Context: an optimization exercise on an open-source flow, tuned for small area. The choices shown serve that exercise and are no tape-out recipe.
At most, simulation tests tie the RTL to the original design; equivalence was not proved.
Function not checked in run 3: the RTL went through the layout flow alone.
Power figures rest on the tool's default switching activity, not on a simulated workload.

<file path="design/flow/design.v">
module DECA_Gesture_Light_Sensor(
	input 		          		MAX10_CLK1_50,
	input 		          		RESET_N,
	output		     [7:0]		LED,
	output		          		LIGHT_I2C_SCL,
	output		          		LIGHT_I2C_SDA_OE,
	input 		          		LIGHT_I2C_SDA_IN
);
localparam [1:0] OP_G = 2'd0, OP_W = 2'd1, OP_P = 2'd2, OP_R = 2'd3;
wire clk  = MAX10_CLK1_50;
wire sdai = LIGHT_I2C_SDA_IN;
reg [6:0] div;
always @(posedge clk or negedge RESET_N)
  if (!RESET_N) div <= 7'd0; else div <= div + 7'd1;
wire tick = (div == 7'd63);
reg [1:0] op;
reg [6:0] t;
reg       rp;      
reg [3:0] idx;     
reg       f;       
wire [4:0] slot = t[6:2];
wire [1:0] ph   = t[1:0];
wire isG = (op == OP_G), isW = (op == OP_W), isP = (op == OP_P), isR = (op == OP_R);
wire t11  = t[3] & t[1] & t[0];
wire t116 = t[6] & t[5] & t[4] & t[2] & ~t[0];
wire t117 = t[6] & t[5] & t[4] & t[2] & t[0];
wire t41  = (t == 7'd41);
wire t85  = t[6] & t[4] & t[2] & t[0];
wire t82  = t[6] & t[4] & t[1] & ~t[0];
wire t83  = t[6] & t[4] & t[1] & t[0];
wire t84  = t[6] & t[4] & t[2];
wire rep = (idx[3] | idx[2] & idx[0] | idx[2] & idx[1] | idx[1] & idx[0]);
wire dz  = (idx == 4'd3) | (idx == 4'd6) | (idx == 4'd8);
wire succ = dz ^ f;
wire endG  = isG & t11;
wire endW1 = isW & t116 & rep;            
wire x35   = (isW & t117) | (isR & t84);   
wire endP  = isP & t85;
wire endR  = isR & t83;
wire nack  = isP & t41 & sdai;
wire goR84 = endR & ~rp & succ;           
wire last  = (idx == 4'd10);
wire to0   = endG | endW1 | x35 | endP | (endR & ~goR84);
always @(posedge clk or negedge RESET_N) begin
  if (!RESET_N) begin
    op <= OP_G; t <= 7'd9; rp <= 1'b0; idx <= 4'd0;
  end else begin
    if (tick & to0)       t <= 7'd0;
    else if (tick & nack) t <= 7'd2;
    else                  t <= t + {6'd0, tick};
    if (tick) begin
      if (endG | x35 & ~(rp | idx == 4'd9) ) op <= OP_W;
      else if (endW1 | endR & ~goR84 & ~(rp & last) | x35 & idx == 4'd9) op <= OP_P;
      else if (endP) op <= OP_R;
      else if (endR & rp & last) op <= OP_G;
    end
    if (tick & (x35 & idx == 4'd9 | endR & rp & last)) idx <= 4'd0;
    else idx <= idx + {3'd0, tick & (x35 | endR & rp)};
    if (tick & x35 & idx == 4'd9) rp <= 1'b1;
    else if (tick & endR & rp & last) rp <= 1'b0;
  end
end
reg [7:0] wptr, wdat, rptr;
always @* begin
  case (idx)
    4'd0: begin wptr = 8'h07; wdat = 8'h17; end
    4'd1: begin wptr = 8'h0F; wdat = 8'hFF; end
    4'd2: begin wptr = 8'h10; wdat = 8'h0F; end
    4'd4: begin wptr = 8'h17; wdat = 8'h37; end
    4'd5: begin wptr = 8'h18; wdat = 8'hA1; end
    4'd7: begin wptr = 8'h18; wdat = 8'h81; end
    4'd9: begin wptr = 8'h18; wdat = 8'h07; end
    default: begin wptr = 8'h18; wdat = 8'h00; end
  endcase
  case (idx)
    4'd0: rptr = 8'h00;
    4'd1: rptr = 8'h26;
    4'd2: rptr = 8'h27;
    4'd3: rptr = 8'h28;
    4'd4: rptr = 8'h29;
    4'd5: rptr = 8'h2A;
    4'd6: rptr = 8'h2B;
    4'd7: rptr = 8'h20;
    4'd8: rptr = 8'h30;
    4'd9: rptr = 8'h21;
    default: rptr = 8'h2E;
  endcase
end
wire [7:0] pbyte = rp ? rptr : 8'h20;
reg bitv;
always @* begin
  bitv = 1'b1;
  case (slot)
    5'd2, 5'd5, 5'd7: bitv = 1'b0;
    5'd8:  bitv = isR;
    5'd10: bitv = ~isW | wptr[7];
    5'd11: bitv = isW ? wptr[6] : pbyte[7];
    5'd12: bitv = isW ? wptr[5] : pbyte[6];
    5'd13: bitv = isW ? wptr[4] : pbyte[5];
    5'd14: bitv = isW ? wptr[3] : pbyte[4];
    5'd15: bitv = isW ? wptr[2] : pbyte[3];
    5'd16: bitv = isW ? wptr[1] : pbyte[2];
    5'd17: bitv = isW ? wptr[0] : pbyte[1];
    5'd18: bitv = ~isP | pbyte[0];
    5'd19: bitv = ~isW | wdat[7];
    5'd20: bitv = wdat[6];
    5'd21: bitv = wdat[5];
    5'd22: bitv = wdat[4];
    5'd23: bitv = wdat[3];
    5'd24: bitv = wdat[2];
    5'd25: bitv = wdat[1];
    5'd26: bitv = wdat[0];
    default: ;
  endcase
end
localparam K_IDLE = 3'd0, K_START = 3'd1, K_BIT = 3'd2, K_STOP = 3'd3,
           K_ACK9 = 3'd4, K_ACK10 = 3'd5, K_READ = 3'd6, K_R19 = 3'd7;
reg [2:0] kind;
always @* begin
  kind = K_IDLE;
  if (!isG) begin
    if (slot == 5'd0) kind = K_START;
    else if (isW) kind = (slot == 5'd28) ? K_STOP : (slot < 5'd28) ? K_BIT : K_IDLE;
    else if (isP) kind = (slot == 5'd9) ? K_ACK9 : (slot == 5'd10) ? K_ACK10 :
                         (slot == 5'd20) ? K_STOP : (slot < 5'd20) ? K_BIT : K_IDLE;
    else kind = (slot < 5'd10) ? K_BIT : (slot < 5'd19) ? K_READ :
                (slot == 5'd19) ? K_R19 : K_IDLE;
  end
end
reg sda, scl;
always @* begin
  case (kind)
    K_START: begin scl = 1'b1;         sda = ~(ph == 2'd3); end             
    K_BIT:   begin scl = (ph == 2'd2); sda = (ph != 2'd0) & bitv; end      
    K_STOP:  begin scl = (ph != 2'd0); sda = ph[1]; end                    
    K_ACK9:  begin scl = ph[1];        sda = (ph != 2'd0); end             
    K_ACK10: begin scl = ~ph[1];       sda = 1'b1; end                     
    K_READ:  begin scl = (ph == 2'd1); sda = 1'b1; end                     
    K_R19:   begin scl = (ph == 2'd3); sda = ~ph[1]; end                   
    default: begin scl = 1'b1;         sda = 1'b1; end
  endcase
end
assign LIGHT_I2C_SCL    = scl;
assign LIGHT_I2C_SDA_OE = ~sda;
wire samp = isR & ph == 2'd0 & (slot >= 5'd10) & (slot <= 5'd17);
always @(posedge clk)
  if (tick) f <= (samp & sdai) | (f & ~rp & ~isP);
reg  [15:0] ring;
reg         sbig, cy;
wire        in_ps = (idx != 4'd0) & (idx <= 4'd6);
wire [3:0]  pos = {~idx[0], 3'd1 - slot[2:0]};
wire        e   = cy | (f & in_ps & div[6:4] == 3'd4 & div[3:0] == pos);
wire        top = (div[3:0] == 4'd15);
always @(posedge clk) begin
  ring <= {rp & (ring[0] ^ e), ring[15:1]};
  cy   <= ring[0] & e & ~top;
  sbig <= rp & (sbig | ring[0] & e & top);
end
function ge;    
  input [9:0] x; input [9:0] c;
  integer n;
  begin
    ge = 1'b1;
    for (n = 0; n < 10; n = n + 1)
      ge = c[n] ? (x[n] & ge) : (x[n] | ge);
  end
endfunction
wire [9:0] sh = {ring[0], ring[15:7]};
wire [7:0] th = {8{sbig}} | {
      ge(sh, 10'd675), ge(sh, 10'd582), ge(sh, 10'd489), ge(sh, 10'd396),
      ge(sh, 10'd303), ge(sh, 10'd210), ge(sh, 10'd117), ge(sh, 10'd24) };
wire [3:0] lvn = {th[7], th[3] & ~th[7], th[1] & ~th[3] | th[5] & ~th[7],
                  th[0] & ~th[1] | th[2] & ~th[3] | th[4] & ~th[5] | th[6] & ~th[7]};
reg [3:0] lv;
always @(posedge clk or negedge RESET_N)
  if (!RESET_N) lv <= 4'd0;
  else if (tick & isR & rp & last & t82) lv <= lvn;
assign LED = ~{lv[3], lv[3] | (lv[2] & lv[1] & lv[0]), lv[3] | (lv[2] & lv[1]),
               lv[3] | (lv[2] & (lv[1] | lv[0])), lv[3] | lv[2],
               lv[3] | lv[2] | (lv[1] & lv[0]), lv[3] | lv[2] | lv[1], |lv};
endmodule
</file>
<file path="design/flow/flow/run.sh">
#!/bin/bash
# Own flow: the standard synthesis (standard.sh synth, unchanged), then the
# combinational logic between the registers is mapped again with an
# area-oriented ABC script (flip-flop cells, their names and types are kept),
# then the standard layout from the floorplan on (standard.sh).
# Each tool writes its full output to a log file in this folder.
set -euo pipefail
W=$(pwd)
R=$W/orfs/results/$FLOW_PLATFORM/DECA_Gesture_Light_Sensor/base
PDIR=$FLOW_HOME/platforms/$FLOW_PLATFORM
LIB=$PDIR/lib/sky130_fd_sc_hd__tt_025C_1v80.lib
YOSYS=$FLOW_HOME/../tools/install/yosys/bin/yosys
[ -x "$YOSYS" ] || YOSYS=yosys

bash standard.sh synth > synth_standard.log 2>&1
cp "$R/1_2_yosys.v" std_synth.v

python3 flow/mkmap.py "$LIB" std_synth.v > cellmap.v 2> mkmap.log
DU=$(sed -n '/DONT_USE_CELLS/,/^$/p' "$PDIR/config.mk" | grep -o 'sky130_fd_sc_hd__[a-z0-9_]*' | sed 's/^/-dont_use /' | tr '\n' ' ')
sed -e "s#{LIB}#$LIB#g; s#{NET}#$W/std_synth.v#; s#{TOP}#$FLOW_TOP#; s#{MAP}#$W/cellmap.v#; s#{DONTUSE}#$DU#; s#{ABC}#$W/flow/deepsyn.abc#; s#{OUT}#$W/reopt.v#" flow/reopt.ys > reopt_run.ys
"$YOSYS" -l reopt.log reopt_run.ys > reopt_stdout.log 2>&1

cp reopt.v "$R/1_2_yosys.v"
bash standard.sh synth > synth_odb.log 2>&1
# small port buffers; a one-level clock tree without dummy loads
export BUFFER_PORTS_ARGS="-buffer_cell sky130_fd_sc_hd__buf_1"
export CTS_ARGS="-sink_clustering_enable -repair_clock_nets -dont_use_dummy_load -sink_clustering_size 64 -sink_clustering_max_diameter 500 -root_buf sky130_fd_sc_hd__clkbuf_16 -buf_list sky130_fd_sc_hd__clkbuf_16"
bash standard.sh > layout.log 2>&1
test -f out/final.def
</file>
<file path="design/flow/flow/deepsyn.abc">
strash
&get -n
&deepsyn -T 60
&put
dch -f
map -a
topo
</file>
<file path="design/flow/flow/mkmap.py">
# mkmap.py LIB NETLIST > map.v : behavioural models (for techmap) of the
# combinational sky130 cells the netlist uses; flip-flops are left alone
import re, sys
lib, net = sys.argv[1], sys.argv[2]
used = set(re.findall(r'\b(sky130_fd_sc_hd__\w+)\s+\S+\s*\(', open(net).read()))
txt = open(lib).read()
for chunk in re.split(r'\n\s*cell\s*\(', txt)[1:]:
    name = re.match(r'\s*"?(\w+)"?', chunk).group(1)
    if name not in used or re.search(r'\b(ff|latch|statetable)\s*\(', chunk):
        continue
    pins = []
    for pm in re.finditer(r'pin\s*\(\s*"?(\w+)"?\s*\)\s*\{(.*?)\n\s{8}\}', chunk, re.S):
        d = re.search(r'direction\s*:\s*"?(\w+)"?', pm.group(2))
        f = re.search(r'function\s*:\s*"([^"]*)"', pm.group(2))
        pins.append((pm.group(1), d.group(1) if d else None, f.group(1) if f else None))
    ins = [p for p, d, f in pins if d == 'input']
    outs = [(p, f) for p, d, f in pins if d == 'output']
    if not outs or any(f is None for p, f in outs):
        continue
    print('module %s(%s);' % (name, ', '.join(ins + [p for p, f in outs])))
    for p in ins:
        print('  input %s;' % p)
    for p, f in outs:
        e = f.replace('!', '~').replace('+', '|').replace('*', '&')
        e = re.sub(r'(\w|\))\s+(?=[\w(~])', r'\1 & ', e)
        print('  output %s;\n  assign %s = %s;' % (p, p, e))
    print('endmodule')
</file>
<file path="design/flow/flow/reopt.ys">
# Re-map the combinational logic of the standard synthesis for area.
# The flip-flop cells (blackboxes here) keep their names and cell types.
read_liberty -lib {LIB}
read_verilog -defer {NET}
hierarchy -top {TOP}
techmap -map {MAP}
techmap
opt -fast
opt_clean
abc -liberty {LIB} {DONTUSE} -script {ABC}
opt_clean -purge
hilomap -singleton -hicell sky130_fd_sc_hd__conb_1 HI -locell sky130_fd_sc_hd__conb_1 LO
opt_clean -purge
stat -liberty {LIB}
check -assert -mapped
write_verilog -noattr -nohex -nodec {OUT}
</file>
<file path="design/flow/standard.sh">
#!/bin/bash
# synth_recipe.tcl (not shown) runs the flow's synth.tcl, then flattens the netlist and writes it again
# the make line also repeats each setting of config.mk as NAME=value (left out here)
make -C /OpenROAD-flow-scripts/flow DESIGN_CONFIG=/design/flow/config.mk WORK_HOME=/design/flow/orfs CLKGATE_MAP_FILE= SYNTH_SCRIPT=/design/flow/synth_recipe.tcl "${@:-finish}"
</file>
<file path="design/flow/config.mk">
export PLATFORM = sky130hd
export DESIGN_NAME = DECA_Gesture_Light_Sensor
export DESIGN_NICKNAME = DECA_Gesture_Light_Sensor
export VERILOG_FILES = /design/flow/design.v
export SDC_FILE = /design/flow/constraint.sdc
export NUM_CORES = 4
export LEC_CHECK = 0
export CAP_MARGIN = 20
export CORE_MARGIN = 2
export CORE_UTILIZATION = 40
export PLACE_DENSITY = 0.6
export SLEW_MARGIN = 20
</file>
<file path="design/flow/constraint.sdc">
create_clock -name core_clock -period 20.0 [get_ports {MAX10_CLK1_50}]
set_input_delay 4.0000 -clock core_clock [delete_from_list [all_inputs] [get_ports {MAX10_CLK1_50}]]
set_output_delay 4.0000 -clock core_clock [all_outputs]
set_load 0.01 [all_outputs]
</file>
==> qor.txt, run 1 <==
Status = complete, no violations
Sinks on Clock Net = 44
CTS tree = yes
Design Power = 0.1622 mW
Post-Layout Inst Area = 0.002615 mm^2
Max-Cap Viols = 0
WHS Path Cells = 0
Most used cell, CP = a21oi_1
Non-filler cells, final = 410
Hold WC Path Type = reg -> reg
Io pins = 13
CTS Buf Count = 5
Vias in the first global route = 2109
Setup CP Type = reg -> out
First-pass GRT wire length = 9.887 mm
Worst hold slack = 0.3262 ns
Routed wl met2 = 2.617 mm
Unrepaired setup endpoints after global routing = false
Measured slew at the worst slew-check pin = 0.5536 ns
Worst-path cell chain = clkinv_1 -> nor2_1 -> a31oi_1 -> o22ai_1 -> a21oi_1 -> nor2_1 -> a21oi_1 -> a21oi_1 -> nor2_1 -> a21oi_1 -> buf_1
Footprint of the multi-input gates = 0.001126 mm^2
Mapped Nets = 323
Detailed Route WL = 5.758 mm
Yosys warnings = 1
Finished Core Util = 46.91%
Register clock-pin slew on the reported worst setup and hold paths = 0.05 ns
PwrDens = 62.04 mW/mm^2
Peak VDD IR = 0.04073 mV
Die width = 80.61 um
DR vias = 2317
Fin worst setup slack = 13.24 ns
Average cell area after synthesis = 7.335 um^2
Core Region = 0.005574 mm^2
Hpwl dp = 4.384 mm
Remaining antenna violation count after routing = 0
CP peak stage delay = 0.63 ns
Resize count post-CTS = 0
Clk Tree Root Cell = clkbuf_16
DRT Pass-1 Iters = 5
CP Launch Point = t[3]$_DFF_PN1_
Grt ovf = 0
Worst EP arrival = 2.76 ns
R2R cell count = 16
Leakage = 0.9754 nW
Critical path peak fanout = 9
Routed len/inst = 14.04 um
Storage cell area = 0.001018 mm^2
Wl on met1 = 2.501 mm
Pin count of the biggest net entering global routing = 26
Top sig layer = met4
Worst Path Buf+Inv = 2
Final period utilization = 33.78%
Setup TNS = 0 ns
Antenna violations before repair = 0
Final-report hold violation count = 0
Max frequency = 148.0 MHz
Starting Density = 42.11%
Critical path's top delay family = compound AO/OA/AOI/OAI gates
Worst path required time = 16.00 ns
Hold wc startpoint = ring[4]$_DFF_P_
Number of stages on the worst setup path = 11
DR iter-0 viols = 203
GP Congestion = 1.041
Setup violators final = 0
DP Worst Slack = 13.62 ns
Inst Count DP = 405
Post-CTS setup buffers = 0
Post-DP Area = 0.002490 mm^2
Avg Vias per Cell = 5.651
Max_slew headroom = 62.75%
Share of cells above drive strength 1 = 3.550%
Syn Inst Count = 320
GRT Total Usage = 19.56%
CTS Hold Bufs = 0
Ant diodes = 0
Standard-cell rows = 27
Worst Setup Start Kind = flop
Layout area overhead = 11.41%
RR Startpoint = div[0]$_DFF_PN0_
Crit. End Element = output port
Worst skew pair latency = 0.28 ns
Nets = 343
Residual DRC = 0
Worst Skew = 0.007666 ns
Filler instances = 563
Buffers on Ports = 12
Wire length on met3 = 391 um
Mapped Area = 0.002347 mm^2
H-tree Lvls = 2
Slowest-stage cell, CP = dfstp_2
Total Die Area = 0.006497 mm^2
Clock Tree Buf Depth = 2
Final Max Slew Viols = 0
Die H = 80.61 um
Min cycle time layout = 6.757 ns
registers in the layout (all words and copies together), names as in the netlist:
name / cells
ring: 16
div: 7
t: 7
idx: 4
lv: 4
op: 2
cy: 1
f: 1
rp: 1
sbig: 1
path summary, 6_finish.rpt:
path	to	slack [ns]
max	LIGHT_I2C_SDA_OE	13.24
min	ring[3]$_DFF_P_	0.33
max reg2reg	idx[3]$_DFF_PN0_	16.45
min reg2reg	ring[3]$_DFF_P_	0.33
max in group asynchronous	t[3]$_DFF_PN1_	16.01
min in group asynchronous	div[0]$_DFF_PN0_	3.70
routing by layer:
| metal | GRT usage (%) | up-vias |
|---|---|---|
| li1 | - | 1143 |
| met1 | 25.74 | 1018 |
| met2 | 30.75 | 124 |
| met3 | 4.045 | 32 |
| met4 | 8.983 | 0 |
| met5 | 0 | - |
cells in the final DEF (no fill, tap or decap), types with 3 or more instances in the layout:
cell / instances
a31oi_1: 5
nor4_1: 3
buf_1: 12
a211oi_1: 3
o21ai_0: 23
nand3_1: 10
dfxtp_1: 18
a21oi_1: 33
xnor2_1: 3
o22ai_1: 6
nand2_1: 25
dfrtp_1: 23
a22oi_1: 6
o21a_1: 3
clkinv_1: 54
clkbuf_16: 5
nor3_1: 19
nor2_1: 65
power by group:
part | switching, mW | total, mW | internal [mW]
Clock | 0.0281 | 0.0721 | 0.0440
Combinational | 0.00106 | 0.00132 | 0.000255
Sequential | 0 | 0.0888 | 0.0888
Total | 0.0292 | 0.162 | 0.133
final cells by class:
| cell class | instances | area share, % |
|---|---|---|
| Clock buffer | 5 | 4.785 |
| Timing Repair Buffer | 13 | 2.010 |
| Multi-Input combinational cell | 222 | 43.06 |
| Inverter | 54 | 7.751 |
| Tap cell | 72 | 3.445 |
| Sequential cell | 44 | 38.95 |
==> run 2: changes to the inputs <==
--- a/design/flow/flow/run.sh
+++ b/design/flow/flow/run.sh
@@ -26,3 +26,3 @@
 export BUFFER_PORTS_ARGS="-buffer_cell sky130_fd_sc_hd__buf_1"
-export CTS_ARGS="-sink_clustering_enable -repair_clock_nets -dont_use_dummy_load -sink_clustering_size 64 -sink_clustering_max_diameter 500 -root_buf sky130_fd_sc_hd__clkbuf_16 -buf_list sky130_fd_sc_hd__clkbuf_16"
+export CTS_ARGS="-sink_clustering_enable -repair_clock_nets -dont_use_dummy_load -root_buf sky130_fd_sc_hd__clkbuf_8 -buf_list sky130_fd_sc_hd__clkbuf_8"
 bash standard.sh > layout.log 2>&1
==> design/flow/flow/deepsyn.abc (replaced) <==
strash
&get -n
&deepsyn -T 60
&put
dch -f
amap -F 8 -A 8
topo
==> qor.txt, run 2 <==
Status = complete, no violations
DR iter-0 viols = 205 (+0.99%)
Starting Density = 41.71% (-0.40 points)
CTS tree = yes
Resize count post-CTS = 0 (unchanged)
Post-DP Area = 0.002454 mm^2 (-1.5%)
Syn Inst Count = 297 (-7.2%)
H-tree Lvls = 2 (unchanged)
Final Max Slew Viols = 0 (unchanged)
Average cell area after synthesis = 7.781 um^2 (+6.1%)
Vias in the first global route = 2003 (-5.0%)
Setup TNS = 0 ns (unchanged)
Die H = 80.01 um (-0.74%)
Io pins = 13 (unchanged)
Biggest regs = ring (16), div (7), t (7)
Final period utilization = 35.20% (+1.4 points)
Max reg flops = 16 (unchanged)
Routed len/inst = 15.48 um (+10%)
CTS Hold Bufs = 0 (unchanged)
Avg Vias per Cell = 5.767 (+2.1%)
Max_slew headroom = 57.12% (-5.6 points)
Detailed Route WL = 5.992 mm (+4.1%)
Standard-cell rows = 27 (unchanged)
Most frequent cells in the layout = 56 x nor2_1, 50 x clkinv_1, 24 x o21ai_0
PwrDens = 55.44 mW/mm^2 (-11%)
Worst EP arrival = 3.04 ns (+0.28 ns)
Setup CP Type = reg -> out
Buffers on Ports = 12 (unchanged)
Clk Tree Root Cell = clkbuf_8
Unrepaired setup endpoints after global routing = false
Pin count of the biggest net entering global routing = 26 (unchanged)
Grt ovf = 0 (unchanged)
Total Die Area = 0.006402 mm^2 (-1.5%)
Hold WC Path Type = reg -> reg
Max-Cap Viols = 0 (unchanged)
Worst Skew = 0.01539 ns (+0.007726 ns)
Crit. End Element = output port
Sinks on Clock Net = 44 (unchanged)
Yosys warnings = 1 (unchanged)
Worst path required time = 16.00 ns (about the same)
Min cycle time layout = 7.040 ns (+0.2833 ns)
GP Congestion = 0.9265 (-11%)
Max frequency = 142.0 MHz (-4.0%)
Residual DRC = 0 (unchanged)
Worst hold slack = 0.3319 ns (+0.005631 ns)
Ant diodes = 0 (unchanged)
Setup violators final = 0 (unchanged)
Largest reg by FF count = ring
Mapped Nets = 300 (-7.1%)
Final-report hold violation count = 0 (unchanged)
Measured slew at the worst slew-check pin = 0.6349 ns (+0.08137 ns)
Nets = 320 (-6.7%)
Post-CTS setup buffers = 0 (unchanged)
Design Power = 0.1398 mW (-14%)
Finished Core Util = 45.53% (-1.4 points)
Filler instances = 549 (-2.5%)
Share of cells above drive strength 1 = 2.540% (-1.0 points)
First-pass GRT wire length = 9.956 mm (+0.70%)
DR vias = 2232 (-3.7%)
Register clock-pin slew on the reported worst setup and hold paths = 0.08 ns (+0.03 ns)
GRT Total Usage = 20.24% (+0.68 points)
CTS Buf Count = 5 (unchanged)
Peak VDD IR = 0.04783 mV (+17%)
DRT Pass-1 Iters = 8 (+3)
Clock Tree Buf Depth = 2 (unchanged)
Antenna violations before repair = 0 (unchanged)
Mapped Area = 0.002311 mm^2 (-1.5%)
Critical path peak fanout = 12 (+3)
Commonest non-fill, non-tap cell in the layout = nor2_1
Worst Setup Start Kind = flop
Die width = 80.01 um (-0.74%)
Post-Layout Inst Area = 0.002522 mm^2 (-3.5%)
Remaining antenna violation count after routing = 0 (unchanged)
Layout area overhead = 9.150%
Core Region = 0.005540 mm^2 (-0.61%)
Leakage = 0.8533 nW (-13%)
Hpwl dp = 4.418 mm (+0.78%)
Worst skew pair latency = 0.29 ns (about the same)
## run 2: final timing paths
check                                  from          endpoint  slack [ns]  cells after the start
max                          t[3]$_DFF_PN1_  LIGHT_I2C_SDA_OE       12.96                     13
min                         ring[1]$_DFF_P_   ring[0]$_DFF_P_        0.33                      0
max reg2reg                div[1]$_DFF_PN0_  idx[3]$_DFF_PN0_       16.60                     15
min reg2reg                 ring[1]$_DFF_P_   ring[0]$_DFF_P_        0.33                      0
max in group asynchronous           RESET_N    t[3]$_DFF_PN1_       16.01                      2
min in group asynchronous           RESET_N  div[6]$_DFF_PN0_        3.69                      2
## run 2: through the flow
step                      cells  setup WS, ns
after floorplan             297         13.82
after global placement      382         13.45
after detailed placement    382         13.36
after CTS                   387         13.05
after global routing        387         12.64
final                       387         12.96
## run 2: cell type report
type	instances	area [um^2]	area share (%)
clock buffer	5	68.82	2.728
multi-input combinational	203	1105	43.80
tap	72	90.09	3.571
sequential	44	1018	40.38
inverter	50	187.7	7.440
timing repair buffer	13	52.55	2.083
## run 2: per-layer routing
layer	wire length, um	global-route usage, %
met5	0	0
met4	218	10.85
met3	336	4.412
met2	2577	29.08
met1	2860	28.17
## run 2: critical path, stage by stage, from the launching register on
cell	delay (ns)
dfstp_2	0.68
clkinv_1	0.31
nor2_1	0.25
clkinv_1	0.12
nor4_1	0.21
a31oi_1	0.08
nor2_1	0.10
a31oi_1	0.07
o32a_1	0.23
nor2_1	0.21
clkinv_1	0.10
o32ai_1	0.12
o21a_1	0.14
buf_1	0.14
## run 2: power breakdown
part           switching, mW  internal (mW)  total (mW)
clock                 0.0273         0.0226      0.0499
combinational        0.00109       0.000235     0.00132
sequential                 0         0.0886      0.0886
total                 0.0284          0.111       0.140
==> run 3: changes to the inputs <==
--- a/design/flow/design.v
+++ b/design/flow/design.v
@@ -168,14 +168,9 @@
 wire [9:0] sh = {ring[0], ring[15:7]};
-wire [7:0] th = {8{sbig}} | {
+reg [7:0] level;
+always @(posedge clk or negedge RESET_N)
+  if (!RESET_N) level <= 8'd0;
+  else if (tick & isR & rp & last & t82) level <= {8{sbig}} | {
       ge(sh, 10'd675), ge(sh, 10'd582), ge(sh, 10'd489), ge(sh, 10'd396),
       ge(sh, 10'd303), ge(sh, 10'd210), ge(sh, 10'd117), ge(sh, 10'd24) };
-wire [3:0] lvn = {th[7], th[3] & ~th[7], th[1] & ~th[3] | th[5] & ~th[7],
-                  th[0] & ~th[1] | th[2] & ~th[3] | th[4] & ~th[5] | th[6] & ~th[7]};
-reg [3:0] lv;
-always @(posedge clk or negedge RESET_N)
-  if (!RESET_N) lv <= 4'd0;
-  else if (tick & isR & rp & last & t82) lv <= lvn;
-assign LED = ~{lv[3], lv[3] | (lv[2] & lv[1] & lv[0]), lv[3] | (lv[2] & lv[1]),
-               lv[3] | (lv[2] & (lv[1] | lv[0])), lv[3] | lv[2],
-               lv[3] | lv[2] | (lv[1] & lv[0]), lv[3] | lv[2] | lv[1], |lv};
+assign LED = ~level;
 endmodule
--- a/design/flow/flow/run.sh
+++ b/design/flow/flow/run.sh
@@ -24,5 +24,2 @@
 bash standard.sh synth > synth_odb.log 2>&1
-# small port buffers; a one-level clock tree without dummy loads
-export BUFFER_PORTS_ARGS="-buffer_cell sky130_fd_sc_hd__buf_1"
-export CTS_ARGS="-sink_clustering_enable -repair_clock_nets -dont_use_dummy_load -root_buf sky130_fd_sc_hd__clkbuf_8 -buf_list sky130_fd_sc_hd__clkbuf_8"
 bash standard.sh > layout.log 2>&1
==> design/flow/flow/deepsyn.abc (replaced) <==
strash
&get -n
&deepsyn -T 60
&put
dch -f
map -a
topo
==> qor.txt, run 3 <==
Core Region = 0.005886 mm^2 (+6.2%)
Remaining antenna violation count after routing = 0 (unchanged)
Max-Cap Viols = 0 (unchanged)
R2R Setup Slk = 16.26 ns (-0.34 ns)
GRT Total Usage = 21.43% (+1.2 points)
Io pins = 13 (unchanged)
Clock Tree Buf Depth = 2 (unchanged)
Leakage = 1.069 nW (+25%)
Max_slew headroom = 55.55% (-1.6 points)
Max frequency = 132.8 MHz (-6.5%)
Worst-path cell chain = clkinv_1 -> nor2_1 -> o21ai_0 -> nor2_1 -> clkinv_1 -> a21oi_1 -> o21ai_0 -> nand2_1 -> nor2_1 -> a31oi_1 -> nor2_1 -> a21oi_1 -> nand2_1 -> o21ai_0 -> clkdlybuf4s50_1
Buffers on Ports = 12 (unchanged)
Unrepaired setup endpoints after global routing = false
Measured slew at the worst slew-check pin = 0.6500 ns (+0.01506 ns)
Filler instances = 604 (+10%)
Detailed Route WL = 6.258 mm (+4.4%)
Clk Tree Root Cell = clkbuf_8
CTS Buf Count = 5 (unchanged)
Mapped Nets = 328 (+9.3%)
Final-report hold violation count = 0 (unchanged)
Standard-cell rows = 28 (+3.7%)
Residual DRC = 0 (unchanged)
Crit. End Element = output port
Hold WC Path Type = reg -> reg
Commonest non-fill, non-tap cell in the layout = nor2_1
Largest reg by FF count = ring
Critical path peak fanout = 8 (-4)
Antenna violations before repair = 0 (unchanged)
Pin count of the biggest net entering global routing = 30 (+15%)
Setup CP Type = reg -> out
Nets = 348 (+8.8%)
Mapped Area = 0.002411 mm^2 (+4.3%)
R2R cell count = 20 (+5)
Worst hold slack = 0.3337 ns (+0.001816 ns)
GP Congestion = 0.9438 (+1.9%)
WHS Path Cells = 0 (unchanged)
Worst path required time = 16.00 ns (about the same)
Most frequent cells in the layout = 72 x nor2_1, 54 x clkinv_1, 29 x nand2_1
Syn Inst Count = 325 (+9.4%)
Final Max Slew Viols = 0 (unchanged)
Yosys warnings = 1 (unchanged)
Vias in the first global route = 2280 (+14%)
Register clock-pin slew on the reported worst setup and hold paths = 0.09 ns (about the same)
Average cell area after synthesis = 7.419 um^2 (-4.7%)
DR vias = 2283 (+2.3%)
Post-DP Area = 0.002633 mm^2 (+7.3%)
Share of cells above drive strength 1 = 3.757% (+1.2 points)
First-pass GRT wire length = 10.90 mm (+9.5%)
Layout area overhead = 13.54%
Non-filler cells, final = 421 (+8.8%)
Slowest-stage cell, CP = dfstp_2
Peak VDD IR = 0.03621 mV (-24%)
Setup violators final = 0 (unchanged)
Die width = 81.64 um (+2.0%)
Die H = 81.64 um (+2.0%)
Biggest regs = ring (16), level (8)
Ant diodes = 0 (unchanged)
Min cycle time layout = 7.529 ns (+0.4894 ns)
Worst Hold Path EP = ring[2]$_DFF_P_
CTS Hold Bufs = 0 (unchanged)
H-tree Lvls = 2 (unchanged)
DR iter-0 viols = 226 (+10%)
CP peak stage delay = 0.62 ns (-0.06 ns)
Sinks on Clock Net = 48 (+9.1%)
PwrDens = 59.63 mW/mm^2 (+7.6%)
Starting Density = 40.97% (-0.75 points)
Hpwl dp = 4.752 mm (+7.6%)
CTS tree = yes
Post-Layout Inst Area = 0.002738 mm^2 (+8.5%)
Worst Setup Start Kind = flop
Post-CTS setup buffers = 0 (unchanged)
Finished Core Util = 46.51% (+0.99 points)
RR Startpoint = div[0]$_DFF_PN0_
Worst Skew = 0.01526 ns (-0.0001328 ns)
Worst reg2reg endpoint = idx[3]$_DFF_PN0_
Resize count post-CTS = 0 (unchanged)
Final period utilization = 37.65% (+2.4 points)
Most used cell, CP = nor2_1
Grt ovf = 0 (unchanged)
Hold wc startpoint = ring[3]$_DFF_P_
Setup TNS = 0 ns (unchanged)
Max reg flops = 16 (unchanged)
Worst EP arrival = 3.53 ns (+0.49 ns)
Routed len/inst = 14.86 um (-4.0%)
Avg Vias per Cell = 5.423 (-6.0%)
Status = complete, no violations
Inst Count DP = 413 (+8.1%)
Worst skew pair latency = 0.30 ns (about the same)
DRT Pass-1 Iters = 4 (-4)
Total Die Area = 0.006664 mm^2 (+4.1%)
[run 3: report_power, final]
group	switching (mW)	total, mW	internal [mW]	leakage (nW)
combinational	0.00125	0.00173	0.000472	0.499
sequential	0	0.0967	0.0967	0.513
clock	0.0328	0.0649	0.0321	0.0566
total	0.0340	0.163	0.129	1.07
[run 3: worst max-delay path by stage]
stage / from / end / slack [ns] / cells past startpoint
after floorplan: t[3]$_DFF_PN1_ / LIGHT_I2C_SDA_OE / 13.90 / 12
after global placement: t[3]$_DFF_PN1_ / LIGHT_I2C_SDA_OE / 12.77 / 15
after detailed placement: t[3]$_DFF_PN1_ / LIGHT_I2C_SDA_OE / 12.82 / 15
after CTS: t[3]$_DFF_PN1_ / LIGHT_I2C_SDA_OE / 12.47 / 15
after global routing: t[3]$_DFF_PN1_ / LIGHT_I2C_SDA_OE / 12.15 / 15
final: t[3]$_DFF_PN1_ / LIGHT_I2C_SDA_OE / 12.47 / 15
[run 3: final cells by class]
| type | instances | area, um^2 | share of cell area (%) |
|---|---|---|---|
| Clock buffer | 6 | 93.84 | 3.428 |
| Clock inverter | 2 | 11.26 | 0.4113 |
| Inverter | 54 | 202.7 | 7.404 |
| Multi-Input combinational cell | 223 | 1090 | 39.81 |
| Sequential cell | 48 | 1119 | 40.86 |
| Tap cell | 75 | 93.84 | 3.428 |
| Timing Repair Buffer | 13 | 127.6 | 4.662 |
[run 3: layer usage]
metal | global-route usage (%) | part of all wire (%) | wire length (um)
met5 | 0 | 0 | 0
met2 | 30.33 | 41 | 2592
met3 | 5.385 | 7.0 | 441
met4 | 7.667 | 1.9 | 121
met1 | 31.49 | 50 | 3103
[run 3: per-stage QoR]
stage | worst slack [ns] | power, mW
floorplan | 13.90 | 0.09872
global placement | 12.77 | 0.1005
detailed placement | 12.82 | 0.1006
CTS | 12.47 | 0.1659
global route | 12.15 | 0.1700
finish | 12.47 | 0.1633
[run 3: critical path: cells and delay by family (launching register included)]
family | cells | cell delay [ns]
flip-flops | 1 | 0.62
AND/OR/NAND/NOR | 6 | 0.74
AO/OA/AOI/OAI | 6 | 0.89
buffers and inverters | 3 | 0.97
==> run 4: changes to the inputs <==
--- a/design/flow/design.v
+++ b/design/flow/design.v
@@ -8,3 +8,3 @@
 );
-localparam [1:0] OP_G = 2'd0, OP_W = 2'd1, OP_P = 2'd2, OP_R = 2'd3;
+localparam [1:0] OP_W = 2'd0, OP_P = 2'd1, OP_R = 2'd2;
 wire clk  = MAX10_CLK1_50;
@@ -22,4 +22,3 @@
 wire [1:0] ph   = t[1:0];
-wire isG = (op == OP_G), isW = (op == OP_W), isP = (op == OP_P), isR = (op == OP_R);
-wire t11  = t[3] & t[1] & t[0];
+wire isW = ~op[1] & ~op[0], isP = op[0], isR = op[1];
 wire t116 = t[6] & t[5] & t[4] & t[2] & ~t[0];
@@ -28,5 +27,6 @@
 wire t85  = t[6] & t[4] & t[2] & t[0];
-wire t82  = t[6] & t[4] & t[1] & ~t[0];
-wire t83  = t[6] & t[4] & t[1] & t[0];
-wire t84  = t[6] & t[4] & t[2];
+wire t82  = (t == 7'd82);
+wire t83  = (t == 7'd83);
+wire t84  = (t == 7'd84);
+wire t95  = t[6] & t[4] & t[3] & t[2] & t[1] & t[0];
 wire rep = (idx[3] | idx[2] & idx[0] | idx[2] & idx[1] | idx[1] & idx[0]);
@@ -34,5 +34,5 @@
 wire succ = dz ^ f;
-wire endG  = isG & t11;
+wire endG  = isR & t95;
 wire endW1 = isW & t116 & rep;            
-wire x35   = (isW & t117) | (isR & t84);   
+wire x35   = (isW & t117) | (isR & t84 & ~rp);   
 wire endP  = isP & t85;
@@ -42,6 +42,6 @@
 wire last  = (idx == 4'd10);
-wire to0   = endG | endW1 | x35 | endP | (endR & ~goR84);
+wire to0   = endG | endW1 | x35 | endP | (endR & ~goR84 & ~(rp & last));
 always @(posedge clk or negedge RESET_N) begin
   if (!RESET_N) begin
-    op <= OP_G; t <= 7'd9; rp <= 1'b0; idx <= 4'd0;
+    op <= OP_R; t <= 7'd93; rp <= 1'b0; idx <= 4'd0;
   end else begin
@@ -54,8 +54,7 @@
       else if (endP) op <= OP_R;
-      else if (endR & rp & last) op <= OP_G;
     end
-    if (tick & (x35 & idx == 4'd9 | endR & rp & last)) idx <= 4'd0;
-    else idx <= idx + {3'd0, tick & (x35 | endR & rp)};
+    if (tick & (x35 & idx == 4'd9 | endG)) idx <= 4'd0;
+    else idx <= idx + {3'd0, tick & (x35 | endR & rp & ~last)};
     if (tick & x35 & idx == 4'd9) rp <= 1'b1;
-    else if (tick & endR & rp & last) rp <= 1'b0;
+    else if (tick & endG) rp <= 1'b0;
   end
@@ -120,3 +119,3 @@
   kind = K_IDLE;
-  if (!isG) begin
+  begin
     if (slot == 5'd0) kind = K_START;
@@ -146,3 +145,3 @@
 always @(posedge clk)
-  if (tick) f <= (samp & sdai) | (f & ~rp & ~isP);
+  f <= (f & ~(tick & (rp | isP))) | (tick & samp & sdai);
 reg  [15:0] ring;
@@ -168,9 +167,14 @@
 wire [9:0] sh = {ring[0], ring[15:7]};
-reg [7:0] level;
-always @(posedge clk or negedge RESET_N)
-  if (!RESET_N) level <= 8'd0;
-  else if (tick & isR & rp & last & t82) level <= {8{sbig}} | {
+wire [7:0] th = {8{sbig}} | {
       ge(sh, 10'd675), ge(sh, 10'd582), ge(sh, 10'd489), ge(sh, 10'd396),
       ge(sh, 10'd303), ge(sh, 10'd210), ge(sh, 10'd117), ge(sh, 10'd24) };
-assign LED = ~level;
+wire [3:0] lvn = {th[7], th[3] & ~th[7], th[1] & ~th[3] | th[5] & ~th[7],
+                  th[0] & ~th[1] | th[2] & ~th[3] | th[4] & ~th[5] | th[6] & ~th[7]};
+reg [3:0] lv;
+always @(posedge clk or negedge RESET_N)
+  if (!RESET_N) lv <= 4'd0;
+  else if (tick & isR & rp & last & t82) lv <= lvn;
+assign LED = ~{lv[3], lv[3] | (lv[2] & lv[1] & lv[0]), lv[3] | (lv[2] & lv[1]),
+               lv[3] | (lv[2] & (lv[1] | lv[0])), lv[3] | lv[2],
+               lv[3] | lv[2] | (lv[1] & lv[0]), lv[3] | lv[2] | lv[1], |lv};
 endmodule
--- a/design/flow/flow/run.sh
+++ b/design/flow/flow/run.sh
@@ -24,2 +24,5 @@
 bash standard.sh synth > synth_odb.log 2>&1
+# small port buffers; a one-level clock tree without dummy loads
+export BUFFER_PORTS_ARGS="-buffer_cell sky130_fd_sc_hd__buf_1"
+export CTS_ARGS="-sink_clustering_enable -repair_clock_nets -dont_use_dummy_load -root_buf sky130_fd_sc_hd__clkbuf_4 -buf_list sky130_fd_sc_hd__clkbuf_8"
 bash standard.sh > layout.log 2>&1
==> design/flow/flow/deepsyn.abc (replaced) <==
strash
&get -n
&deepsyn -J 300 -T 900
&put
dch -f
amap -F 8 -A 8
topo
==> qor.txt, run 4 <==
Worst-path cell chain = clkinv_1 -> a21oi_1 -> nor3_1 -> a311oi_1 -> clkinv_1 -> a32oi_1 -> nor2_1 -> o21ai_0 -> buf_1
GP Congestion = 0.9678 (+2.5%)
First-pass GRT wire length = 9.563 mm (-12%)
Max_slew headroom = 48.78% (-6.8 points)
Worst path required time = 16.00 ns (about the same)
Die width = 79.43 um (-2.7%)
Buffers on Ports = 12 (unchanged)
DR iter-0 viols = 209 (-7.5%)
Max-Cap Viols = 0 (unchanged)
Comb pwr share = 1.1% (about the same)
Nets = 318 (-8.6%)
Remaining antenna violation count after routing = 0 (unchanged)
Worst Hold Path EP = ring[4]$_DFF_P_
Avg Vias per Cell = 5.727 (+5.6%)
Design Power = 0.1264 mW (-23%)
Biggest regs = ring (16), div (7), t (7)
Post-Layout Inst Area = 0.002456 mm^2 (-10%)
Syn Inst Count = 295 (-9.2%)
DP Worst Slack = 13.69 ns (+0.8665 ns)
Worst reg2reg endpoint = t[2]$_DFF_PN1_
Hpwl dp = 4.307 mm (-9.4%)
Fin worst setup slack = 13.29 ns (+0.8158 ns)
Register clock-pin slew on the reported worst setup and hold paths = 0.13 ns (+0.04 ns)
Worst Path Buf+Inv = 3 (unchanged)
Antenna violations before repair = 0 (unchanged)
PwrDens = 51.46 mW/mm^2 (-14%)
Finished Core Util = 44.60% (-1.9 points)
Sinks on Clock Net = 44 (-8.3%)
Commonest non-fill, non-tap cell in the layout = nor2_1
RR Startpoint = div[1]$_DFF_PN0_
Core Region = 0.005507 mm^2 (-6.4%)
Clock Tree Buf Depth = 2 (unchanged)
Share of cells above drive strength 1 = 3.834% (+0.077 points)
DR vias = 2205 (-3.4%)
Total Die Area = 0.006309 mm^2 (-5.3%)
Post-DP Area = 0.002419 mm^2 (-8.1%)
Most used cell, CP = clkinv_1
Final Max Slew Viols = 0 (unchanged)
R2R cell count = 17 (-15%)
Setup violators final = 0 (unchanged)
Mapped Nets = 298 (-9.1%)
Die H = 79.43 um (-2.7%)
Final period utilization = 33.57% (-4.1 points)
Critical path's top delay family = compound AO/OA/AOI/OAI gates
Residual DRC = 0 (unchanged)
Vias in the first global route = 1979 (-13%)
Hold wc startpoint = ring[5]$_DFF_P_
Yosys warnings = 1 (unchanged)
Setup CP Type = reg -> out
Layout area overhead = 7.917%
Io pins = 13 (unchanged)
WHS Path Cells = 0 (unchanged)
Hold WC Path Type = reg -> reg
R2R Setup Slk = 15.70 ns (-0.56 ns)
Crit. End Element = output port
Status = complete, no violations
Int Pwr = 0.1005 mW (-22%)
Most frequent cells in the layout = 56 x nor2_1, 43 x clkinv_1, 26 x o21ai_0
CTS Buf Count = 5 (unchanged)
Pin count of the biggest net entering global routing = 26 (-13%)
Largest reg by FF count = ring
Leakage = 0.8318 nW (-22%)
Switch share = 20.50% (-0.33 points)
Resize count post-CTS = 0 (unchanged)
Routed len/inst = 14.64 um (-1.5%)
CTS Hold Bufs = 0 (unchanged)
GRT Total Usage = 19.25% (-2.2 points)
Detailed Route WL = 5.636 mm (-9.9%)
Max reg flops = 16 (unchanged)
Setup TNS = 0 ns (unchanged)
Worst EP arrival = 2.71 ns (-0.82 ns)
Inst Count DP = 380 (-8.0%)
Final-report hold violation count = 0 (unchanged)
Worst Skew = 0.02504 ns (+0.009783 ns)
Non-filler cells, final = 385 (-8.6%)
Worst skew pair latency = 0.35 ns (+0.05 ns)
Critical path peak fanout = 7 (-1)
CP peak stage delay = 0.61 ns (about the same)
Peak VDD IR = 0.04266 mV (+18%)
Standard-cell rows = 27 (-3.6%)
Slowest-stage cell, CP = dfstp_2
Worst Setup Start Kind = flop
CTS tree = yes
DRT Pass-1 Iters = 5 (+1)
Clk pwr share = 28.9% (-11 points)
Sequential Power Share = 70.0% (+11 points)
Measured slew at the worst slew-check pin = 0.7625 ns (+0.1125 ns)
Mapped Area = 0.002276 mm^2 (-5.6%)
Filler instances = 563 (-6.8%)
Grt ovf = 0 (unchanged)
Ant diodes = 0 (unchanged)
Sw Pwr = 0.02591 mW (-24%)
Post-CTS setup buffers = 0 (unchanged)
Worst hold slack = 0.3450 ns (+0.01129 ns)
H-tree Lvls = 2 (unchanged)
Clk Tree Root Cell = clkbuf_4
Unrepaired setup endpoints after global routing = false
Max frequency = 149.0 MHz (+12%)
Average cell area after synthesis = 7.715 um^2 (+4.0%)
Min cycle time layout = 6.714 ns (-0.8158 ns)
Starting Density = 41.33% (+0.37 points)
==> run 4: per-layer routing <==
metal | track usage [%] | wire length, um | part of all wire [%]
met5 | 0 | 0 | 0
met4 | 6.552 | 102 | 1.8
met3 | 4.299 | 303 | 5.4
met2 | 29.41 | 2539 | 45
met1 | 26.89 | 2691 | 48
==> run 4: layout make-up <==
class                      instances  area, um^2  area share [%]
clock buffer                       5       37.54           1.528
sequential                        44        1013           41.26
inverter                          43       161.4           6.572
timing repair buffer              13       52.55           2.140
multi-input combinational        208        1101           44.83
tap                               72       90.09           3.668
==> run 4: worst max-delay path by stage <==
stage / end / slack [ns] / from / cells after the start
6_report: LIGHT_I2C_SCL / 13.29 / t[6]$_DFF_PN1_ / 9
5_1_grt: LIGHT_I2C_SCL / 12.95 / t[6]$_DFF_PN1_ / 9
4_1_cts: LIGHT_I2C_SCL / 13.29 / t[6]$_DFF_PN1_ / 9
3_5_place_dp: LIGHT_I2C_SCL / 13.69 / t[6]$_DFF_PN1_ / 9
3_3_place_gp: LIGHT_I2C_SCL / 13.61 / t[6]$_DFF_PN1_ / 9
2_1_floorplan: LIGHT_I2C_SCL / 14.00 / t[6]$_DFF_PN1_ / 8
==> run 4: worst reg2reg max path: stages, from the launching register on <==
cell and delay (ns):
dfrtp_1 0.34, clkinv_1 0.13, nor2_1 0.23, and3_1 0.29
and2_0 0.21, nand2_1 0.11, nor2_1 0.21, clkinv_1 0.24
nor2_1 0.20, clkinv_1 0.12, nor2_1 0.31, clkinv_1 0.25
nor2_1 0.25, nand2_1 0.15, nor3_1 0.61, or2_0 0.33
nor2_1 0.10, o221a_1 0.15
==> run 4: power by group through the flow <==
| stage | Sequential, mW | Combinational [mW] | Clock (mW) |
|---|---|---|---|
| 2_1_floorplan | 0.0902 | 0.000140 | 0 |
| 6_report | 0.0884 | 0.00139 | 0.0366 |
| 3_5_place_dp | 0.0902 | 0.00151 | 0 |
| 3_3_place_gp | 0.0902 | 0.00149 | 0 |
| 5_1_grt | 0.0885 | 0.00170 | 0.0429 |
| 4_1_cts | 0.0884 | 0.00151 | 0.0391 |
==> run 5: changes to the inputs <==
--- a/design/flow/flow/run.sh
+++ b/design/flow/flow/run.sh
@@ -26,3 +26,3 @@
 export BUFFER_PORTS_ARGS="-buffer_cell sky130_fd_sc_hd__buf_1"
-export CTS_ARGS="-sink_clustering_enable -repair_clock_nets -dont_use_dummy_load -root_buf sky130_fd_sc_hd__clkbuf_4 -buf_list sky130_fd_sc_hd__clkbuf_8"
+export CTS_ARGS="-sink_clustering_enable -repair_clock_nets -dont_use_dummy_load -root_buf sky130_fd_sc_hd__clkbuf_8 -buf_list sky130_fd_sc_hd__clkbuf_8"
 bash standard.sh > layout.log 2>&1
==> qor.txt, run 5 <==
Starting Density = 41.33% (unchanged)
Non-filler cells, final = 385 (unchanged)
Share of cells above drive strength 1 = 3.834% (unchanged)
Design Power = 0.1381 mW (+9.3%)
Sw Pwr = 0.02692 mW (+3.9%)
Setup violators final = 0 (unchanged)
Grt ovf = 0 (unchanged)
Worst Skew = 0.01460 ns (-0.01044 ns)
GP Congestion = 0.9678 (unchanged)
Antenna violations before repair = 0 (unchanged)
CTS Buf Count = 5 (unchanged)
Leakage = 0.8447 nW (+1.6%)
Final-report hold violation count = 0 (unchanged)
Switch share = 19.49% (-1.0 points)
Layout area overhead = 9.291%
R2R cell count = 17 (unchanged)
Largest reg by FF count = ring
Register clock-pin slew on the reported worst setup and hold paths = 0.08 ns (-0.05 ns)
Mapped Area = 0.002276 mm^2 (unchanged)
Routed len/inst = 14.71 um (+0.48%)
Resize count post-CTS = 0 (unchanged)
Post-DP Area = 0.002419 mm^2 (unchanged)
Standard-cell rows = 27 (unchanged)
Io pins = 13 (unchanged)
Worst skew pair latency = 0.29 ns (-0.06 ns)
Peak VDD IR = 0.04625 mV (+8.4%)
Yosys warnings = 1 (unchanged)
Core Region = 0.005507 mm^2 (unchanged)
Syn Inst Count = 295 (unchanged)
Commonest non-fill, non-tap cell in the layout = nor2_1
Worst path required time = 16.00 ns (about the same)
Min cycle time layout = 6.645 ns (-0.06830 ns)
Inst Count DP = 380 (unchanged)
Storage cell area = 0.001013 mm^2 (unchanged)
Hpwl dp = 4.307 mm (unchanged)
DRT Pass-1 Iters = 5 (unchanged)
Post-CTS setup buffers = 0 (unchanged)
Remaining antenna violation count after routing = 0 (unchanged)
CTS tree = yes
Pin count of the biggest net entering global routing = 26 (unchanged)
DR iter-0 viols = 200 (-4.3%)
Final Max Slew Viols = 0 (unchanged)
Detailed Route WL = 5.663 mm (+0.48%)
H-tree Lvls = 2 (unchanged)
WHS Path Cells = 0 (unchanged)
GRT Total Usage = 19.25% (unchanged)
Footprint of the multi-input gates = 0.001101 mm^2 (unchanged)
Unrepaired setup endpoints after global routing = false
Final period utilization = 33.23% (-0.34 points)
DR vias = 2192 (-0.59%)
Worst Setup Start Kind = flop
Worst Hold Path EP = ring[4]$_DFF_P_
Residual DRC = 0 (unchanged)
Die width = 79.43 um (unchanged)
CTS Hold Bufs = 0 (unchanged)
Max reg flops = 16 (unchanged)
Clk Tree Root Cell = clkbuf_8
Clock Tree Buf Depth = 2 (unchanged)
RR Startpoint = div[1]$_DFF_PN0_
Critical path peak fanout = 7 (unchanged)
Total Die Area = 0.006309 mm^2 (unchanged)
Buffers on Ports = 12 (unchanged)
Filler instances = 562 (-0.18%)
Measured slew at the worst slew-check pin = 0.7971 ns (+0.03465 ns)
Comb pwr share = 1.0% (about the same)
Worst EP arrival = 2.65 ns (-0.06 ns)
Ant diodes = 0 (unchanged)
Die H = 79.43 um (unchanged)
First-pass GRT wire length = 9.563 mm (unchanged)
Max-Cap Viols = 0 (unchanged)
Biggest regs = ring (16), div (7), t (7)
Worst reg2reg endpoint = t[2]$_DFF_PN1_
Setup CP Type = reg -> out
Max frequency = 150.5 MHz (+1.0%)
Sinks on Clock Net = 44 (unchanged)
Crit. End Element = output port
Hold wc startpoint = ring[5]$_DFF_P_
R2R Setup Slk = 15.65 ns (-0.05 ns)
Clk pwr share = 35.0% (+6.1 points)
Average cell area after synthesis = 7.715 um^2 (unchanged)
Vias in the first global route = 1978 (-0.051%)
Mapped Nets = 298 (unchanged)
Status = complete, no violations
Nets = 318 (unchanged)
Avg Vias per Cell = 5.694 (-0.59%)
Max_slew headroom = 46.45% (-2.3 points)
Post-Layout Inst Area = 0.002487 mm^2 (+1.3%)
PwrDens = 55.52 mW/mm^2 (+7.9%)
Sequential Power Share = 64.0% (-6.0 points)
Int Pwr = 0.1112 mW (+11%)
Most frequent cells in the layout = 56 x nor2_1, 43 x clkinv_1, 26 x o21ai_0
Hold WC Path Type = reg -> reg
Setup TNS = 0 ns (unchanged)
==> run 5: power by group through the flow <==
stage,sequential [mW],clock [mW],combinational (mW)
3_5_place_dp,0.0902,0,0.00151
4_1_cts,0.0884,0.0513,0.00151
3_3_place_gp,0.0902,0,0.00149
5_1_grt,0.0884,0.0553,0.00170
6_report,0.0884,0.0483,0.00139
2_1_floorplan,0.0902,0,0.000140
==> run 5: metrics by stage <==
| stage | setup slack, ns | utilization (%) | hold slack (ns) |
|---|---|---|---|
| floorplan | 14.00 | - | 0.3096 |
| global placement | 13.61 | 43.92 | 0.3112 |
| detailed placement | 13.69 | 43.92 | 0.3121 |
| CTS | 13.37 | 45.17 | 0.3376 |
| global route | 13.02 | 45.17 | 0.3465 |
| finish | 13.35 | 45.17 | 0.3343 |
==> run 5: final cells by class <==
type / count / area share (%)
clock buffer: 5 / 2.767
inverter: 43 / 6.489
multi-input combinational: 208 / 44.27
sequential: 44 / 40.74
tap: 72 / 3.622
timing repair buffer: 13 / 2.113
==> run 5: how the worst max path moves through the flow <==
stage                        start       endpoint  depth (start not counted)
floorplan           t[6]$_DFF_PN1_  LIGHT_I2C_SCL                          8
global placement    t[6]$_DFF_PN1_  LIGHT_I2C_SCL                          9
detailed placement  t[6]$_DFF_PN1_  LIGHT_I2C_SCL                          9
CTS                 t[6]$_DFF_PN1_  LIGHT_I2C_SCL                          9
global route        t[6]$_DFF_PN1_  LIGHT_I2C_SCL                          9
finish              t[6]$_DFF_PN1_  LIGHT_I2C_SCL                          9
==> run 5: layer usage <==
layer	vias up	global-route usage, %	share of wire (%)
li1	1097	-	-
met1	1011	26.89	48
met2	70	29.41	45
met3	14	4.299	4.6
met4	0	6.552	1.8
met5	-	0	0
==> run 5: worst max-delay path: stages (launching register included) <==
cell and delay, ns:
dfstp_2 0.59, clkinv_1 0.21, a21oi_1 0.18, nor3_1 0.10, a311oi_1 0.51, clkinv_1 0.18
a32oi_1 0.22, nor2_1 0.05, o21ai_0 0.15, buf_1 0.16
==> run 6: changes to the inputs <==
--- a/design/flow/design.v
+++ b/design/flow/design.v
@@ -8,3 +8,3 @@
 );
-localparam [1:0] OP_W = 2'd0, OP_P = 2'd1, OP_R = 2'd2;
+localparam [1:0] OP_W = 2'd3, OP_P = 2'd1, OP_R = 2'd2;
 wire clk  = MAX10_CLK1_50;
@@ -22,3 +22,3 @@
 wire [1:0] ph   = t[1:0];
-wire isW = ~op[1] & ~op[0], isP = op[0], isR = op[1];
+wire isW = op[0] & op[1], isP = ~op[1], isR = ~op[0];
 wire t116 = t[6] & t[5] & t[4] & t[2] & ~t[0];
==> qor.txt, run 6 <==
Vias in the first global route = 2011 (+1.7%)
DRT Pass-1 Iters = 5 (unchanged)
Syn Inst Count = 283 (-4.1%)
Detailed Route WL = 5.724 mm (+1.1%)
Yosys warnings = 1 (unchanged)
Post-CTS setup buffers = 0 (unchanged)
Layout area overhead = 9.342% (about the same)
Setup TNS = 0 ns (unchanged)
Biggest regs = ring (16), div (7), t (7)
CTS Hold Bufs = 0 (unchanged)
Worst reg2reg endpoint = t[5]$_DFF_PN0_
Mapped Area = 0.002263 mm^2 (-0.55%)
Clock Tree Buf Depth = 2 (unchanged)
Standard-cell rows = 27 (unchanged)
Residual DRC = 0 (unchanged)
Crit. End Element = output port
Worst Setup Start Kind = flop
CP Capture Point = LIGHT_I2C_SDA_OE
Grt ovf = 0 (unchanged)
Final period utilization = 34.86% (+1.6 points)
Critical path peak fanout = 11 (+4)
First-pass GRT wire length = 9.584 mm (+0.22%)
Final-report hold violation count = 0 (unchanged)
Antenna violations before repair = 0 (unchanged)
Leakage = 0.8268 nW (-2.1%)
Io pins = 13 (unchanged)
Die H = 79.23 um (-0.26%)
Share of cells above drive strength 1 = 3.987% (+0.15 points)
Starting Density = 41.36% (about the same)
GRT Total Usage = 19.24% (about the same)
Status = complete, no violations
CP Launch Point = t[4]$_DFF_PN1_
R2R cell count = 18 (+1)
Most frequent cells in the layout = 44 x nor2_1, 43 x clkinv_1, 21 x o21ai_0
Max frequency = 143.4 MHz (-4.7%)
Total Die Area = 0.006277 mm^2 (-0.52%)
Register clock-pin slew on the reported worst setup and hold paths = 0.07 ns (about the same)
H-tree Lvls = 2 (unchanged)
Nets = 306 (-3.8%)
PwrDens = 55.99 mW/mm^2 (+0.85%)
Worst skew pair latency = 0.29 ns (about the same)
Filler instances = 571 (+1.6%)
Clk Tree Root Cell = clkbuf_8
Remaining antenna violation count after routing = 0 (unchanged)
Sinks on Clock Net = 44 (unchanged)
Routed len/inst = 15.35 um (+4.3%)
Min cycle time layout = 6.972 ns (+0.3265 ns)
DP Worst Slack = 13.42 ns (-0.2659 ns)
Resize count post-CTS = 0 (unchanged)
Hpwl dp = 4.203 mm (-2.4%)
GP Congestion = 0.9844 (+1.7%)
Largest reg by FF count = ring
Core Region = 0.005473 mm^2 (-0.61%)
Hold WC Path Type = reg -> reg
Worst path required time = 16.00 ns (about the same)
CTS Buf Count = 5 (unchanged)
Post-Layout Inst Area = 0.002475 mm^2 (-0.50%)
Unrepaired setup endpoints after global routing = false
Average cell area after synthesis = 7.998 um^2 (+3.7%)
CTS tree = yes
Post-DP Area = 0.002406 mm^2 (-0.52%)
Setup CP Type = reg -> out
Setup violators final = 0 (unchanged)
Buffers on Ports = 12 (unchanged)
Max reg flops = 16 (unchanged)
Final Max Slew Viols = 0 (unchanged)
Pin count of the biggest net entering global routing = 26 (unchanged)
Worst Skew = 0.008817 ns (-0.005784 ns)
Max-Cap Viols = 0 (unchanged)
DR iter-0 viols = 259 (+30%)
DR vias = 2257 (+3.0%)
Mapped Nets = 286 (-4.0%)
Ant diodes = 0 (unchanged)
Die width = 79.23 um (-0.26%)
Measured slew at the worst slew-check pin = 0.9625 ns (+0.1654 ns)
Peak VDD IR = 0.03294 mV (-29%)
Worst EP arrival = 2.97 ns (+0.32 ns)
RR Startpoint = div[1]$_DFF_PN0_
R2R Setup Slk = 16.08 ns (+0.43 ns)
WHS Path Cells = 0 (unchanged)
Avg Vias per Cell = 6.051 (+6.3%)
Max_slew headroom = 35.24% (-11 points)
Commonest non-fill, non-tap cell in the layout = nor2_1
Fin worst setup slack = 13.03 ns (-0.3265 ns)
==> run 6: changes by cell type in the layout (fill, tap and decap cells not counted), moves of 4 or more <==
cell,before,now
a211oi_1,3,8
a32oi_1,4,0
nand2_1,21,13
nand3_1,7,2
nor2_1,56,44
nor4_1,2,9
o21a_1,3,7
o21ai_0,26,21
==> run 6: cell type report <==
cell class	instances	area [um^2]	area share, %
multi-input combinational	196	1089	43.98
sequential	44	1013	40.95
timing repair buffer	13	52.55	2.123
tap	72	90.09	3.640
clock buffer	5	68.82	2.781
inverter	43	161.4	6.522
==> run 6: stage by stage <==
stage	utilization [%]	total power, mW	hold slack (ns)	cells
after floorplan	-	0.09021	0.3096	283
after global placement	43.96	0.09154	0.3130	368
after detailed placement	43.96	0.09152	0.3135	368
after CTS	45.22	0.1401	0.3287	373
after global routing	45.22	0.1445	0.3340	373
final	45.22	0.1386	0.3285	373
==> run 6: how the worst min path moves through the flow <==
stage                                from               to  slack (ns)
final                     ring[4]$_DFF_P_  ring[3]$_DFF_P_        0.33
after global routing      ring[4]$_DFF_P_  ring[3]$_DFF_P_        0.33
after CTS                 ring[4]$_DFF_P_  ring[3]$_DFF_P_        0.33
after detailed placement  ring[3]$_DFF_P_  ring[2]$_DFF_P_        0.31
after global placement    ring[4]$_DFF_P_  ring[3]$_DFF_P_        0.31
after floorplan           ring[1]$_DFF_P_  ring[0]$_DFF_P_        0.31
==> run 6: report_power, final <==
part	total (mW)	internal (mW)	leakage, nW	switching [mW]
sequential	0.0884	0.0884	0.466	0
clock	0.0490	0.0225	0.0359	0.0264
combinational	0.00122	0.000218	0.325	0.00100
total	0.139	0.111	0.827	0.0274
==> run 6: layer usage <==
| layer | vias to the layer above | track usage, % | wire, um |
|---|---|---|---|
| met5 | - | 0 | 0 |
| met4 | 0 | 8.621 | 149 |
| met3 | 19 | 3.636 | 410 |
| met2 | 130 | 30.08 | 2655 |
| met1 | 1026 | 25.84 | 2508 |
| li1 | 1082 | - | - |
==> run 6: worst max-delay path, cell delays in order, from the launching register on <==
cell	delay [ns]
dfstp_2	0.63
clkinv_1	0.32
a21oi_1	0.23
o21ai_0	0.11
or3_1	0.39
nor4_1	0.30
nor2_1	0.11
nor2_1	0.10
nor2_1	0.06
o22a_1	0.15
o32ai_1	0.10
buf_1	0.19

[what the ideal ports hide]
How much do the figures lean on ideal ports? The routed layouts below were timed once more, with nothing changed but the port constraints.
Step 1: set_driving_cell puts a clkbuf_16 on MAX10_CLK1_50 and a buf_2 on each other input, an assumption about the parent block.
Step 2 times the ports against the registers' clock, not the clock port: input delays grow and output delays shrink by t, the midpoint of the rising clock arrivals with the driver on.
a / b / c = no drivers / after step 1 / after step 2; a / b = the first two.
run | t (ns) | slack for setup (ns) | worst setup path after step 2 | clock arrival spread, ns | pins driven straight from the clock port
run 1 | 0.307 | 13.243 / 13.212 / 13.519 | register to output | 0.008 / 0.008 | 1
run 2 | 0.308 | 12.960 / 12.931 / 13.239 | register to output | 0.016 / 0.016 | 1
run 3 | 0.324 | 12.471 / 12.440 / 12.764 | register to output | 0.016 / 0.016 | 1
run 4 | 0.361 | 13.287 / 13.262 / 13.623 | register to output | 0.025 / 0.026 | 1
run 5 | 0.312 | 13.355 / 13.328 / 13.640 | register to output | 0.014 / 0.014 | 1
run 6 | 0.312 | 13.028 / 13.002 / 13.314 | register to output | 0.009 / 0.008 | 1
After both steps setup and hold are still met in every run listed.
